Context: an optimization exercise on an open-source flow, tuned for small area. The choices shown serve that exercise and are no tape-out recipe.

==> v33 <==
==> flow/design.v <==
`timescale 1ns / 1ps
`timescale 1ns / 1ps
module mips32_adder (
    input  [31:0] g,
    input  [31:0] p,
    input         cin,
    output [32:0] c
);
assign c[0] = cin;
genvar i;
generate
    for (i = 0; i < 32; i = i + 1) begin : ch
        assign c[i+1] = g[i] | (p[i] & c[i]);
    end
endgenerate
endmodule
`timescale 1ns / 1ps
`timescale 1ns / 1ps
`timescale 1ns / 1ps
`timescale 1ns / 1ps
`timescale 1ns / 1ps
`timescale 1ns / 1ps
module regfile_aoi3 (
    input  [2:0] s,
    input  [2:0] d,
    output       y
);
assign y = ~|(s & d);
endmodule
module regfile_rbit (
    input  [31:1] sel,
    input  [31:1] d,
    output        y
);
wire [10:0] n;
genvar j;
generate
    for (j = 0; j < 10; j = j + 1) begin : g
        regfile_aoi3 a (.s(sel[3*j+3:3*j+1]), .d(d[3*j+3:3*j+1]), .y(n[j]));
    end
endgenerate
assign n[10] = ~(sel[31] & d[31]);
assign y = ~&n;
endmodule
module register_mips32 (
    input         clk,
    input  [4:0]  ra1,
    input  [4:0]  ra2,
    input  [4:0]  wa,
    input         we,
    input  [31:0] wd,
    output [31:0] rd1,
    output [31:0] rd2
);
reg  [31:0] data [31:1];
wire [31:1] s1, s2;
genvar k, b;
generate
    for (k = 1; k < 32; k = k + 1) begin : r
        always @(posedge clk)
            if (we && wa == k)
                data[k] <= wd;
        assign s1[k] = (ra1 == k);
        assign s2[k] = (ra2 == k);
    end
    for (b = 0; b < 32; b = b + 1) begin : c
        wire [31:1] col;
        for (k = 1; k < 32; k = k + 1) begin : e
            assign col[k] = data[k][b];
        end
        regfile_rbit p1 (.sel(s1), .d(col), .y(rd1[b]));
        regfile_rbit p2 (.sel(s2), .d(col), .y(rd2[b]));
    end
endgenerate
endmodule
`timescale 1ns / 1ps
module misp_cpu_top (
    input clk,
    input reset,
    output [31:0] outp,
    output [31:0] pc_p,
    input  [31:0] instr,
    output [31:0] dmem_addr,
    output [31:0] dmem_wdata,
    output        dmem_we,
    input  [31:0] dmem_rdata
);
wire [31:0] IR = instr;
wire [5:0] op = IR[31:26];
wire [5:0] fn = IR[5:0];
reg  [29:0] W;
wire [29:0] W_next;
always @(posedge clk or posedge reset)
    if (reset)
        W <= 30'd0;
    else
        W <= W_next;
assign pc_p = {W, 2'b00};
wire op_R   = ~op[5] & ~op[3] & ~op[2] & ~op[1] & ~op[0];    
wire op_imm = ~op[5] & ~op[4] & op[3];                       
wire op_clz = op[4] & ~op[0];                                
wire is_se  = op[4] & op[0];                                 
wire op_lui = op_imm & op[2] & op[1] & op[0];                
wire r_sum = fn[5] & ~fn[3] & ~fn[2];     
wire r_log = fn[5] & ~fn[3] &  fn[2];     
wire r_slt = fn[5] &  fn[3];              
wire b_rt  = ~op[3] & ~op[5];
wire b_imm = (op_imm & ~op_lui) | op[5];
wire b_lui = op_lui;
wire inv = op_R   ? (fn[1] & ~fn[2]) :
           op_imm ? (op[1] & ~op[2]) :
           (op_clz & fn[0]);
wire uns = op_R ? fn[0] : op[0];
wire k_sum = (op_R & r_sum) | (op_imm & ~op[2] & ~op[1]);
wire k_slt = (op_R & r_slt) | (op_imm & ~op[2] &  op[1]);
wire k_log = (op_R & r_log) | (op_imm & op[2]);
wire k_sh  = (op_R & ~fn[5]) | is_se;
wire k_clz = op_clz;
wire k_ld  = op[5];
wire [1:0] lf = op_R ? fn[1:0] : op[1:0];
wire lf_nor = op_R & lf[1] & lf[0];
wire wen_base = op[5] ? ~op[3] : (op[3] | (op[2:0] == 3'b000));
wire ovf_chk  = (op_R & fn[5] & ~fn[3] & ~fn[2] & ~fn[0]) |
                (op_imm & ~op[2] & ~op[1] & ~op[0]);
wire wa_rd    = op[4] | ~(op[3] | op[5]);
wire is_j  = ~op[5] & ~op[3] & ~op[2] & op[1];
wire is_br = ~op[5] & ~op[3] & (op[2] | op[0]);
wire [31:0] A, T, res;
wire ovf;
register_mips32 regfile (
    .clk(clk),
    .ra1(IR[25:21]),
    .ra2(IR[20:16]),
    .wa(wa_rd ? IR[15:11] : IR[20:16]),
    .we(wen_base & ~(ovf_chk & ovf)),
    .wd(res),
    .rd1(A),
    .rd2(T)
);
wire [31:0] B = ({32{b_rt}} & T) |
                ({32{b_imm}} & {{16{IR[15]}}, IR[15:0]}) |
                ({32{b_lui}} & {IR[15:0], 16'd0});
wire [31:0] Bx = B ^ {32{inv}};
wire [31:0] p = A ^ Bx;
wire [31:0] g = A & Bx;
genvar i;
wire [32:0] c;
mips32_adder add (
    .g(g),
    .p(p),
    .cin(inv),
    .c(c)
);
wire [31:0] sum = p ^ c[31:0];
wire [31:0] o = p | g;
wire [31:0] logic_out = (lf == 2'b00) ? g :
                        (lf == 2'b10) ? p :
                        (o ^ {32{lf_nor}});
wire less = p[31] ? ~c[31] : (A[31] ^ uns);
assign ovf = ~p[31] & (c[31] ^ A[31]);
wire [15:0] z1, c1;
generate
    for (i = 0; i < 16; i = i + 1) begin : lz1
        assign z1[i] = ~p[2*i+1] & ~p[2*i];
        assign c1[i] = ~p[2*i+1];
    end
endgenerate
wire [7:0] z2;
wire [15:0] c2;
generate
    for (i = 0; i < 8; i = i + 1) begin : lz2
        assign z2[i] = z1[2*i+1] & z1[2*i];
        assign c2[2*i+1:2*i] = z1[2*i+1] ? {1'b1, c1[2*i]} : {1'b0, c1[2*i+1]};
    end
endgenerate
wire [3:0] z3;
wire [11:0] c3;
generate
    for (i = 0; i < 4; i = i + 1) begin : lz3
        assign z3[i] = z2[2*i+1] & z2[2*i];
        assign c3[3*i+2:3*i] = z2[2*i+1] ? {1'b1, c2[4*i+1:4*i]} : {1'b0, c2[4*i+3:4*i+2]};
    end
endgenerate
wire [1:0] z4;
wire [7:0] c4;
generate
    for (i = 0; i < 2; i = i + 1) begin : lz4
        assign z4[i] = z3[2*i+1] & z3[2*i];
        assign c4[4*i+3:4*i] = z3[2*i+1] ? {1'b1, c3[6*i+2:6*i]} : {1'b0, c3[6*i+5:6*i+3]};
    end
endgenerate
wire z5 = z4[1] & z4[0];
wire [4:0] c5 = z4[1] ? {1'b1, c4[3:0]} : {1'b0, c4[7:4]};
wire [5:0] cnt = {z5, c5 & {5{~z5}}};
wire eq = z5;
wire sh_var = fn[2];
wire left   = ~fn[1] & ~op[4];
wire arith  = fn[0];
wire rotf   = fn[1] & ~fn[0] & (fn[2] ? IR[6] : IR[21]);
wire [4:0] sh = sh_var ? A[4:0] : IR[10:6];
wire [4:0] sh_r = left ? (5'd0 - sh) : sh;
wire [4:0] ra = is_se ? 5'd0 : sh_r;
wire [4:0] mask_t = ~(sh ^ {1'b0, is_se, 3'b000});
wire fill = arith ? T[31] : is_se & (IR[9] ? T[15] : T[7]);
wire [31:0] s0 = ra[0] ? {T[0],     T[31:1]}   : T;
wire [31:0] s1 = ra[1] ? {s0[1:0],  s0[31:2]}  : s0;
wire [31:0] s2 = ra[2] ? {s1[3:0],  s1[31:4]}  : s1;
wire [31:0] s3 = ra[3] ? {s2[7:0],  s2[31:8]}  : s2;
wire [31:0] s4 = ra[4] ? {s3[15:0], s3[31:16]} : s3;
wire [31:0] tm, sh_out;
generate
    for (i = 0; i < 32; i = i + 1) begin : msk
        assign tm[i] = (i <= mask_t);
    end
    for (i = 0; i < 32; i = i + 1) begin : sho
        wire keep = rotf | (left ? tm[31-i] : tm[i]);
        assign sh_out[i] = keep ? s4[i] : fill;
    end
endgenerate
assign res = ({32{k_sum}} & sum) |
             ({32{k_log}} & logic_out) |
             ({32{k_sh}}  & sh_out) |
             ({32{k_ld}}  & dmem_rdata) |
             {26'd0, {6{k_clz}} & cnt} |
             {31'd0, k_slt & less};
wire sign = A[31];
wire cond = op[2] ? ((op[1] ? (sign | eq) : eq) ^ op[0]) : (sign ^ IR[16]);
wire taken = is_br & cond;
wire sx = ~op[2] & IR[15];
wire [16:0] inc_lo = {1'b0, W[15:0]} + 17'd1;
wire [16:0] tgt_lo = {1'b0, W[15:0]} + {1'b0, IR[15:0]} + 17'd1;
wire [13:0] w_hi = W[29:16];
wire [13:0] w_up = w_hi + 14'd1;
wire [13:0] w_dn = w_hi - 14'd1;
wire up = taken ? (tgt_lo[16] & ~sx) : inc_lo[16];
wire dn = taken & ~tgt_lo[16] & sx;
assign W_next = is_j  ? {W[29:26], IR[25:0]} :
                {up ? w_up : dn ? w_dn : w_hi, taken ? tgt_lo[15:0] : inc_lo[15:0]};
assign outp = res;
assign dmem_addr = sum;
assign dmem_wdata = T;
assign dmem_we = op[5] & op[3];
endmodule
==> flow/flow/run.sh <==
#!/bin/bash
set -e
export BUFFER_PORTS_ARGS="-buffer_cell sky130_fd_sc_hd__buf_1"
export CTS_ARGS="-sink_clustering_enable -repair_clock_nets -sink_clustering_size 16 -sink_clustering_max_diameter 60 -sink_buffer_max_cap_derate 1.0 -buf_list sky130_fd_sc_hd__clkbuf_8 -dont_use_dummy_load"
bash standard.sh > standard.log 2>&1
==> flow/standard.sh <==
#!/bin/bash
# synth_recipe.tcl (not shown) runs the flow's synth.tcl, then flattens the netlist and writes it again
# the make line also repeats each setting of config.mk as NAME=value (left out here)
make -C /OpenROAD-flow-scripts/flow DESIGN_CONFIG=/design/flow/config.mk WORK_HOME=/design/flow/orfs CLKGATE_MAP_FILE= SYNTH_SCRIPT=/design/flow/synth_recipe.tcl "${@:-finish}"
==> flow/config.mk <==
export PLATFORM = sky130hd
export DESIGN_NAME = misp_cpu_top
export DESIGN_NICKNAME = misp_cpu_top
export VERILOG_FILES = /design/flow/design.v
export SDC_FILE = /design/flow/constraint.sdc
export NUM_CORES = 8
export LEC_CHECK = 0
export CAP_MARGIN = 20
export CORE_MARGIN = 2
export CORE_UTILIZATION = 40
export SETUP_SLACK_MARGIN = 0.3
export SLEW_MARGIN = 20
export SYNTH_HIERARCHICAL = 1
==> flow/constraint.sdc <==
create_clock -name core_clock -period 11.0 [get_ports {clk}]
set_input_delay 2.2000 -clock core_clock [delete_from_list [all_inputs] [get_ports {clk}]]
set_output_delay 2.2000 -clock core_clock [all_outputs]
set_load 0.01 [all_outputs]
==> v4: changes against v33 <==
--- a/flow/design.v
+++ b/flow/design.v
@@ -42,4 +42,25 @@
 assign n[10] = ~(sel[31] & d[31]);
 assign y = ~&n;
+endmodule
+module regfile_rgroup (
+    input  [3:0]   hn,
+    input  [7:0]   ln,
+    input  [247:0] d,       
+    output [7:0]   y
+);
+wire [31:1] sel;
+genvar k, b;
+generate
+    for (k = 1; k < 32; k = k + 1) begin : s
+        assign sel[k] = ~(hn[k/8] | ln[k%8]);
+    end
+    for (b = 0; b < 8; b = b + 1) begin : c
+        wire [31:1] col;
+        for (k = 1; k < 32; k = k + 1) begin : e
+            assign col[k] = d[8*(k-1)+b];
+        end
+        regfile_rbit r (.sel(sel), .d(col), .y(y[b]));
+    end
+endgenerate
 endmodule
 module register_mips32 (
@@ -54,6 +75,5 @@
 );
 reg  [31:0] data [31:1];
-wire [31:1] s1, s2;
-genvar k, b;
+genvar k, q, j;
 generate
     for (k = 1; k < 32; k = k + 1) begin : r
@@ -61,14 +81,24 @@
             if (we && wa == k)
                 data[k] <= wd;
-        assign s1[k] = (ra1 == k);
-        assign s2[k] = (ra2 == k);
-    end
-    for (b = 0; b < 32; b = b + 1) begin : c
-        wire [31:1] col;
+    end
+endgenerate
+wire [3:0] hn1, hn2;
+wire [7:0] ln1, ln2;
+generate
+    for (j = 0; j < 4; j = j + 1) begin : ph
+        assign hn1[j] = ~(ra1[4:3] == j);
+        assign hn2[j] = ~(ra2[4:3] == j);
+    end
+    for (j = 0; j < 8; j = j + 1) begin : pl
+        assign ln1[j] = ~(ra1[2:0] == j);
+        assign ln2[j] = ~(ra2[2:0] == j);
+    end
+    for (q = 0; q < 4; q = q + 1) begin : grp
+        wire [247:0] dq;
         for (k = 1; k < 32; k = k + 1) begin : e
-            assign col[k] = data[k][b];
+            assign dq[8*(k-1)+7:8*(k-1)] = data[k][8*q+7:8*q];
         end
-        regfile_rbit p1 (.sel(s1), .d(col), .y(rd1[b]));
-        regfile_rbit p2 (.sel(s2), .d(col), .y(rd2[b]));
+        regfile_rgroup p1 (.hn(hn1), .ln(ln1), .d(dq), .y(rd1[8*q+7:8*q]));
+        regfile_rgroup p2 (.hn(hn2), .ln(ln2), .d(dq), .y(rd2[8*q+7:8*q]));
     end
 endgenerate
@@ -230,11 +260,17 @@
 wire [16:0] inc_lo = {1'b0, W[15:0]} + 17'd1;
 wire [16:0] tgt_lo = {1'b0, W[15:0]} + {1'b0, IR[15:0]} + 17'd1;
-wire [13:0] w_hi = W[29:16];
-wire [13:0] w_up = w_hi + 14'd1;
-wire [13:0] w_dn = w_hi - 14'd1;
 wire up = taken ? (tgt_lo[16] & ~sx) : inc_lo[16];
 wire dn = taken & ~tgt_lo[16] & sx;
+wire [13:0] w_hi = W[29:16];
+wire [14:0] hc;
+assign hc[0] = up | dn;
+generate
+    for (i = 0; i < 14; i = i + 1) begin : hic
+        assign hc[i+1] = (w_hi[i] ^ dn) & hc[i];
+    end
+endgenerate
+wire [13:0] n_hi = w_hi ^ hc[13:0];
 assign W_next = is_j  ? {W[29:26], IR[25:0]} :
-                {up ? w_up : dn ? w_dn : w_hi, taken ? tgt_lo[15:0] : inc_lo[15:0]};
+                {n_hi, taken ? tgt_lo[15:0] : inc_lo[15:0]};
 assign outp = res;
 assign dmem_addr = sum;
==> flow/flow/run.sh (replaced) <==
#!/bin/bash
# Standard layout with: plain buffers on the ports (every port still gets its
# own buffer), and a clock tree with larger sink clusters and no dummy loads.
set -e
export BUFFER_PORTS_ARGS="-buffer_cell sky130_fd_sc_hd__buf_2"
export CTS_ARGS="-sink_clustering_enable -repair_clock_nets -sink_clustering_size 26 -sink_clustering_max_diameter 100 -sink_buffer_max_cap_derate 1.0 -buf_list sky130_fd_sc_hd__clkbuf_16 -dont_use_dummy_load"
bash standard.sh > standard.log 2>&1
- CORE_UTILIZATION: 40 -> 55
- SETUP_SLACK_MARGIN: 0.3 -> 0.2
==> notes <==
- Against v4, the sequential share of layout area of v33 is lower by 0.41 points.
- In v33 the synthesized cell count is smaller than in v4, by 8.8%.
- Final cell count: v4 is smaller than v33 (about 6%).
- Of v33 and v4, v4 has the higher worst hold slack (gap 0.012 ns).
- Of v4 and v33, v4 has the higher via count (gap 5.2%, measured against v33).
==> figures <==
Antenna diode count: v33 14; v4 4
Row count: v33 128; v4 111
X dimension of the die: v33 353 um; v4 307 um
Placement Setup Slack: v33 0.170 ns; v4 0.134 ns
Cells after synthesis: v33 3450; v4 3784
Syn_area_per_cell: v33 14.1 um^2; v4 13.4 um^2
Half-perimeter wire length of the detailed placement result: v33 145000 um; v4 156000 um
Maximum number of pins on one net before global-route repair: v33 67; v4 60
Signed area change from the synthesized netlist to the final layout: v33 15.1%; v4 10.2%
Result of the run: v33 finished clean; v4 finished clean
Routed vias/inst: v33 7.37; v4 8.26
Fraction of layout cells with a size suffix above 1: v33 16.0%; v4 13.8%
No run of this note included a check of the RTL's function; only the layout flow was run.

[afterwards: timing with drivers on the ports]
The results above use ideal ports. As a check the final layouts listed here were re-extracted and re-timed, cells and wires unchanged. Step 1 sets driving cells, clkbuf_16 on the clock port and buf_2 on the other inputs (assumed; they add their load-dependent delay and slew). Step 2 adds t to the input delays and takes it off the output delays; t is the mean of the earliest and latest rising clock arrival at the registers after step 1. Input paths then give back, and output paths get back, about the clock's delay inside the block. Three values: ideal ports, drivers, drivers and shift; two values: the first two.
run	t (ns)	setup slack, ns	worst setup path after step 2	worst data-port slew with drivers (ns)
v33	0.799	0.286 / 0.225 / 0.225	input to output	0.09
v4	0.722	0.170 / 0.107 / 0.107	input to output	0.15
After both steps every run listed still meets setup and hold. The setup slack of v4, which loses most, moves by -0.063 ns with the drivers and by -0.063 ns with both steps.
